Context: an optimization exercise on an open-source flow, tuned for small area. The choices shown serve that exercise and are no tape-out recipe.
The RTL was checked by simulation tests, not by an equivalence proof against the original design.

==> inputs of run a <==
## game
module game (
    CLOCK_50, rst, KEY, SW,
    VGA_HS, VGA_VS, VGA_BLANK_N, VGA_SYNC_N, VGA_R, VGA_G, VGA_B,
    ps2_clk, ps2_data,
    HEX0, HEX1, HEX2, HEX3, HEX4, HEX5, HEX6, HEX7,
    LEDR,
    fb_we, fb_waddr, fb_wdata, fb_raddr, fb_rdata
    );
export LEC_CHECK = 0
export ABC_AREA = 1
export CAP_MARGIN = 20
export CORE_MARGIN = 2
export CORE_UTILIZATION = 60
export PLACE_DENSITY = 0.6
export SLEW_MARGIN = 20
create_clock -name core_clock -period 8.0 [get_ports {CLOCK_50}]
standard.sh (not shown) runs the stock make flow with config.mk's settings and CLKGATE_MAP_FILE= SYNTH_SCRIPT=/design/flow/synth_recipe.tcl, a recipe that flattens the netlist after the stock synthesis.
==> flow/flow/run.sh <==
#!/bin/bash
# Standard synthesis, then the combinational logic between the registers is
# mapped again for area (registers untouched), then the standard layout with
# the smallest port buffers and a clock tree of small clock buffers without
# dummy loads. Each tool's output goes to a log file in this folder.
set -euo pipefail
HERE=$(pwd)
R=$HERE/orfs/results/sky130hd/game/base
LIB=$FLOW_HOME/platforms/sky130hd/lib/sky130_fd_sc_hd__tt_025C_1v80.lib

# 1. standard synthesis
bash standard.sh synth > synth.log 2>&1

# 2. area re-mapping of the combinational logic
cp $R/1_2_yosys.v $HERE/std_synth.v
DU=""
for c in $(sed -n '/^export DONT_USE_CELLS/,/^#/p' $FLOW_HOME/platforms/sky130hd/config.mk | grep -oE 'sky130_fd_sc_hd__[a-z0-9_]+'); do
  DU="$DU -dont_use $c"
done
SEQ=$(grep -oE '^\s*sky130_fd_sc_hd__[a-z0-9_]+' std_synth.v | sort -u | grep -E '__(e?dfx|dfr|dfs|dfb|sdf|dl|conb)' | tr '\n' ' ')
cat > remap.ys <<YS
read_liberty -ignore_miss_func $LIB
read_verilog $HERE/std_synth.v
hierarchy -top game
blackbox $SEQ
flatten
opt_clean
read_liberty -lib -overwrite $LIB
abc -liberty $LIB $DU -script $HERE/flow/remap.abc
opt_clean -purge
splitnets
opt_clean -purge
hilomap -singleton -hicell sky130_fd_sc_hd__conb_1 HI -locell sky130_fd_sc_hd__conb_1 LO
insbuf -buf sky130_fd_sc_hd__buf_1 A X
opt_clean -purge
check -assert
stat -liberty $LIB
write_verilog -noattr -nohex -nodec $HERE/remap.v
YS
yosys -s remap.ys > remap.log 2>&1
if grep -qE '^\s*assign\s+\S+\s*=.*>>' remap.v; then echo "unmapped logic left" >&2; exit 1; fi
cp remap.v $R/1_2_yosys.v
rm -f $R/1_synth.odb $R/1_synth.sdc

# 3. layout
export BUFFER_PORTS_ARGS="-buffer_cell sky130_fd_sc_hd__buf_1"
export CTS_ARGS="-sink_clustering_enable -repair_clock_nets -buf_list sky130_fd_sc_hd__clkbuf_8 -dont_use_dummy_load"
bash standard.sh > layout.log 2>&1
==> flow/flow/remap.abc <==
strash
&get -n
&deepsyn -T 60
&put
dch -f
amap
topo
==> run b: changes against run a <==
==> flow/run.sh (new file) <==
#!/bin/bash
# synth_recipe.tcl (not shown) runs the flow's synth.tcl, then flattens the netlist and writes it again
# the make line also repeats each setting of config.mk as NAME=value (left out here)
make -C /OpenROAD-flow-scripts/flow DESIGN_CONFIG=/design/flow/config.mk WORK_HOME=/design/flow/orfs CLKGATE_MAP_FILE= SYNTH_SCRIPT=/design/flow/synth_recipe.tcl finish
Settings changed: ABC_AREA 1 to unset, CORE_UTILIZATION 60 to 40.
removed: flow/flow/run.sh
removed: flow/flow/remap.abc
removed: flow/standard.sh
==> run c: changes against run a <==
--- a/flow/design.v
+++ b/flow/design.v
@@ -1,18 +1,17 @@
 module hex_decoder(hex_digit, segments);
     input [3:0] hex_digit;
     output [6:0] segments;
-    wire [15:0] s0 = 16'b0010_1000_0001_0010;
-    wire [15:0] s1 = 16'b1101_1000_0110_0000;
-    wire [15:0] s2 = 16'b1101_0000_0000_0100;
-    wire [15:0] s3 = 16'b1000_0110_1001_0010;
-    wire [15:0] s4 = 16'b0000_0010_1011_1010;
-    wire [15:0] s5 = 16'b0010_0000_1000_1110;
-    wire [15:0] s6 = 16'b0001_0000_1000_0011;
-    assign segments = {s6[hex_digit], s5[hex_digit], s4[hex_digit], s3[hex_digit],
-                       s2[hex_digit], s1[hex_digit], s0[hex_digit]};
+    wire [3:0] d = hex_digit;
+    assign segments[0] = ~((~d[0] & ~d[2]) | (d[1] & d[2]) | (~d[0] & d[3]) | (d[1] & ~d[3]) | (d[0] & d[2] & ~d[3]) | (~d[1] & ~d[2] & d[3]));
+    assign segments[1] = (~d[0] & d[1] & d[2]) | (d[0] & d[1] & d[3]) | (~d[0] & d[2] & d[3]) | (d[0] & ~d[1] & d[2] & ~d[3]);
+    assign segments[2] = (~d[0] & d[2] & d[3]) | (d[1] & d[2] & d[3]) | (~d[0] & d[1] & ~d[2] & ~d[3]);
+    assign segments[3] = (d[0] & ~d[1] & ~d[2]) | (d[0] & d[1] & d[2]) | (~d[0] & ~d[1] & d[2] & ~d[3]) | (~d[0] & d[1] & ~d[2] & d[3]);
+    assign segments[4] = (d[0] & ~d[1] & ~d[2]) | (d[0] & ~d[3]) | (~d[1] & d[2] & ~d[3]);
+    assign segments[5] = ~((~d[0] & ~d[1]) | (~d[0] & d[2]) | (d[1] & d[3]) | (~d[2] & d[3]) | (~d[1] & d[2] & ~d[3]));
+    assign segments[6] = (~d[1] & ~d[2] & ~d[3]) | (d[0] & d[1] & d[2] & ~d[3]) | (~d[0] & ~d[1] & d[2] & d[3]);
 endmodule
 module bcd_decoder(d, seg);
     input [3:0] d;
     output [6:0] seg;
     wire A = d[3], B = d[2], C = d[1], D = d[0];
     wire a = A | C | (B & D) | (~B & ~D);
@@ -104,85 +103,78 @@
     assign VGA_G = {10{fb_rdata[1]}};
     assign VGA_B = {10{fb_rdata[0]}};
 endmodule
 module ps2_keyboard_min (
     input clk, input rst, input ps2_clk, input ps2_data,
     output reg w, a, s, d, up, left, down, right);
-    reg [2:0] ps2_clk_s;
+    reg [2:0] ps2_clk_s;        
     reg [1:0] ps2_data_s;       
     reg [7:0] kb_shift;         
     reg [3:0] bit_count;        
-    reg [3:0] last_key;         
-    reg key_released;
+    reg took1, took2;           
+    reg was_f0;                 
     wire ps2_fall = ps2_clk_s[2] & ~ps2_clk_s[1];
+    wire take = ps2_fall & bit_count[3] & bit_count[1];    
     always @(posedge clk) begin
         ps2_data_s <= {ps2_data_s[0], ps2_data};
+        ps2_clk_s[2] <= ps2_clk_s[1];
         if (ps2_fall && !bit_count[3])
             kb_shift <= {ps2_data_s[1], kb_shift[7:1]};
     end
-    reg [3:0] key_class;
-    always @(*) begin
-        case (kb_shift)
-            8'h1D: key_class = 4'd1;    
-            8'h1B: key_class = 4'd2;    
-            8'h1C: key_class = 4'd3;    
-            8'h23: key_class = 4'd4;    
-            8'h75: key_class = 4'd5;    
-            8'h72: key_class = 4'd6;    
-            8'h6B: key_class = 4'd7;    
-            8'h74: key_class = 4'd8;    
-            8'hF0: key_class = 4'd9;    
-            default: key_class = 4'd0;
-        endcase
-    end
+    wire upd = took1 | took2;
+    wire val = took2 | ~was_f0;
     always @(posedge clk) begin
         if (rst) begin
-            ps2_clk_s <= 3'b111;
+            ps2_clk_s[1:0] <= 2'b11;
             bit_count <= 0;
-            last_key <= 0;
-            key_released <= 0;
+            took1 <= 0;
+            took2 <= 0;
+            was_f0 <= 0;
             w <= 0; a <= 0; s <= 0; d <= 0;
             up <= 0; left <= 0; down <= 0; right <= 0;
         end else begin
-            ps2_clk_s <= {ps2_clk_s[1:0], ps2_clk};
+            ps2_clk_s[1:0] <= {ps2_clk_s[0], ps2_clk};
             if (ps2_fall) begin
-                if (bit_count[3] & bit_count[1]) begin    
-                    last_key <= key_class;
+                if (take)
                     bit_count <= 0;
-                end else
+                else
                     bit_count <= bit_count + 1'b1;
             end
-            key_released <= (last_key == 4'd9);
-            if (last_key == 4'd1) w <= ~key_released;
-            if (last_key == 4'd2) s <= ~key_released;
-            if (last_key == 4'd3) a <= ~key_released;
-            if (last_key == 4'd4) d <= ~key_released;
-            if (last_key == 4'd5) up <= ~key_released;
-            if (last_key == 4'd6) down <= ~key_released;
-            if (last_key == 4'd7) left <= ~key_released;
-            if (last_key == 4'd8) right <= ~key_released;
+            took1 <= take;
+            took2 <= took1;
+            if (took1) was_f0 <= (kb_shift == 8'hF0);
+            if (upd) begin
+                if (kb_shift == 8'h1D) w <= val;
+                if (kb_shift == 8'h1B) s <= val;
+                if (kb_shift == 8'h1C) a <= val;
+                if (kb_shift == 8'h23) d <= val;
+                if (kb_shift == 8'h75) up <= val;
+                if (kb_shift == 8'h72) down <= val;
+                if (kb_shift == 8'h6B) left <= val;
+                if (kb_shift == 8'h74) right <= val;
+            end
         end
     end
 endmodule
 module game_timer (
     input clk, input rst, input run,
     output reg [3:0] counter0, counter1, counter2, counter3);
-    reg [7:0] sec_count;    
+    reg [7:0] sec_count;
     reg sec_clkout;
-    wire sec_end = &{sec_count[7:3], sec_count[0]};    
+    wire sec_end = &{sec_count[7:4], ~sec_count[2:0]};
     wire sec_tick = run & ~sec_clkout & sec_end;
     always @(posedge clk) begin
         if (rst) begin
             sec_count <= 0;
             sec_clkout <= 0;
         end else if (run) begin
             if (sec_end) begin
                 sec_count <= 0;
                 sec_clkout <= ~sec_clkout;
             end else
-                sec_count <= sec_count + 1'b1;
+                sec_count <= {sec_count[6:0], ~(sec_count[7] ^ sec_count[1] ^ sec_count[0])};
         end
     end
     always @(posedge clk) begin
         if (rst) begin
             counter0 <= 0;
             counter1 <= 0;
@@ -248,41 +240,36 @@
             cs <= 0; ns <= 0;
         end else begin
             ns <= turn;
             cs <= dir_keep ? ns : 2'd0;
         end
     end
-    wire xdn = cs[1];           
-    wire ydn = ~cs[1];          
-    wire [7:0] xc, xn;
-    wire [6:0] yc, yn;
-    assign xc[0] = 1'b1;
-    assign yc[0] = 1'b1;
+    wire horiz = cs[0];
+    wire dn = ~(cs[0] ^ cs[1]);         
+    wire [7:0] v = horiz ? x : {1'b0, y};
+    wire [7:0] c, vn;
+    assign c[0] = 1'b1;
     genvar k;
     generate
-        for (k = 1; k < 8; k = k + 1) begin : gx
-            assign xc[k] = xc[k-1] & (x[k-1] ^ xdn);
-        end
-        for (k = 1; k < 7; k = k + 1) begin : gy
-            assign yc[k] = yc[k-1] & (y[k-1] ^ ydn);
+        for (k = 1; k < 8; k = k + 1) begin : gc
+            assign c[k] = c[k-1] & (v[k-1] ^ dn);
         end
     endgenerate
-    assign xn = x ^ xc;
-    assign yn = y ^ yc;
+    assign vn = v ^ c;
     always @(posedge clk) begin
         if (rst) begin
             x <= X0;
             y <= 7'd100;
         end else if (tick) begin
             if (reposition) begin
                 x <= X0;
                 y <= 7'd100;
-            end else if (cs[0])
-                x <= xn;
+            end else if (horiz)
+                x <= vn;
             else
-                y <= yn;
+                y <= vn[6:0];
         end
     end
 endmodule
 module draw_control (
     input clk, input rst, input reposition, input fast,
     input [7:0] t1x, input [6:0] t1y, input [7:0] t2x, input [6:0] t2y,
@@ -293,15 +280,16 @@
     reg [7:0] x;            
     reg [6:0] y;            
     reg col_p1, col_p2;
     reg writeEn;
     reg [1:0] switch;       
     reg [4:0] counter;      
+    wire [7:0] px = switch[0] ? t2x : t1x;
+    wire [6:0] py = switch[0] ? t2y : t1y;
     wire heads = (t1x == t2x) && (t1y == t2y);
-    wire die1 = heads || t1x == 8'd10 || t1x == 8'd149 || t1y == 7'd17 || t1y == 7'd108;
-    wire die2 = heads || t2x == 8'd10 || t2x == 8'd149 || t2y == 7'd17 || t2y == 7'd108;
+    wire die = heads || px == 8'd10 || px == 8'd149 || py == 7'd17 || py == 7'd108;
     wire j_end = j[6] & j[5] & j[3] & j[1] & j[0];     
     wire i_end = i[7] & i[4] & i[2];                   
     wire ge14 = counter[4] | (&counter[3:1]);
     wire ge29 = counter[4] & counter[3] & counter[2] & counter[0];
     wire cnt_wrap = fast ? ge14 : ge29;
     always @(posedge clk) begin
@@ -325,19 +313,19 @@
                     i <= i + 1'b1;
                 j <= 7'd18;
             end else
                 j <= j + 1'b1;
         end else begin
             if (switch == 2'd0) begin
-                if (die1) p1Dead <= 1;
+                if (die) p1Dead <= 1;
                 else begin
                     writeEn <= 1;
                     switch <= 2'd1;
                 end
             end else if (switch == 2'd1) begin
-                if (die2) p2Dead <= 1;
+                if (die) p2Dead <= 1;
                 else begin
                     writeEn <= 1;
                     switch <= 2'd2;
                 end
             end else
                 writeEn <= 0;
@@ -346,31 +334,27 @@
                 switch <= 0;
             end else
                 counter <= counter + 1'b1;
         end
     end
     always @(posedge clk) begin
-        if (reposition) begin
+        if (rst) begin
+            x <= 0;
+            y <= 0;
+            col_p1 <= 0;
+            col_p2 <= 0;
+        end else if (reposition) begin
             x <= i;
             y <= j;
             col_p1 <= 0;
             col_p2 <= 0;
-        end else if (switch == 2'd0) begin
-            if (!die1) begin
-                x <= t1x;
-                y <= t1y;
-                col_p1 <= 1;
-                col_p2 <= 0;
-            end
-        end else if (switch == 2'd1) begin
-            if (!die2) begin
-                x <= t2x;
-                y <= t2y;
-                col_p1 <= 0;
-                col_p2 <= 1;
-            end
+        end else if (!die) begin
+            x <= px;
+            y <= py;
+            col_p1 <= ~switch[0];
+            col_p2 <= switch[0];
         end
     end
     assign fb_we = writeEn & (x < 8'd160) & (y < 7'd120);
     assign fb_waddr = {({1'b0, y, 2'b00} + {3'b000, y} + {7'b0, x[7:5]}), x[4:0]};
     assign fb_wdata = {col_p2, 1'b0, col_p1};
 endmodule
==> impl_metrics.env <==
export IMPL_status="finished clean"
export IMPL_path_cells="inv_1 > fa_1 > inv_1 > fa_1 > a21o_1 > a21oi_1 > o21bai_1 > a21oi_1 > xnor2_1 > clkdlybuf4s50_1"
export IMPL_core_area_sq_um=26800
export IMPL_fin_nets=1430
export IMPL_pwr_share_comb_pct=10.3
export IMPL_wirelength_um=22500
export IMPL_avgSynthCellArea_sq_um=8.23
export IMPL_multiInputGateArea_sq_um=6230
export IMPL_floorplan_initialDensity_pct=40.6
[end of results for run b]
==> impl_metrics.env <==
export IMPL_avgSynthCellArea_sq_um=7.17
export IMPL_floorplan_initialDensity_pct=61.8
export IMPL_multiInputGateArea_sq_um=3950
export IMPL_pwr_share_comb_pct=11.0
export IMPL_status="finished clean"
[end of results for run c]
==> impl_metrics.env <==
export IMPL_core_area_sq_um=14500
export IMPL_path_cells="clkinv_1 > nor2_1 > clkinv_1 > nand2_1 > nand2_1 > o21ai_0 > nand2_1 > o21ai_0 > a21oi_1 > o22ai_1 > a21oi_1 > nand2_1 > nand3_1 > o221a_1 > or2_0 > nand2_1 > clkinv_1 > o21ai_0 > nor2_1 > nor2_1 > nor2_1 > buf_1"
export IMPL_pwr_share_comb_pct=9.4
export IMPL_wirelength_um=19100
export IMPL_status="finished clean"
export IMPL_avgSynthCellArea_sq_um=7.17
[end of results for run a]

==> static timing again, ports no longer ideal <==
In the flow no input, the clock included, has a driving cell. The finished layouts below were timed again as built, in two steps.
Step 1: set_driving_cell puts a clkbuf_16 on CLOCK_50 and a buf_2 on each other input, an assumption about the parent block.
Step 2 adds t to the input delays and takes it off the output delays; t is the mean of the earliest and latest rising clock arrival at the registers after step 1. Input paths then give back, and output paths get back, about the clock's delay inside the block.
Three values: ideal ports, drivers, drivers and shift; two values: the first two.
| run | t, ns | slack for setup (ns) | clock arrival spread, ns | worst slew at a driven data input, ns |
|---|---|---|---|---|
| run a | 0.485 | 2.886 / 2.848 / 3.333 | 0.021 / 0.022 | 0.50 |
| run b | 0.478 | 2.947 / 2.899 / 3.378 | 0.015 / 0.015 | 0.52 |
| run c | 0.480 | 2.911 / 2.877 / 3.357 | 0.029 / 0.029 | 0.50 |
After both steps every run listed still meets setup and hold.
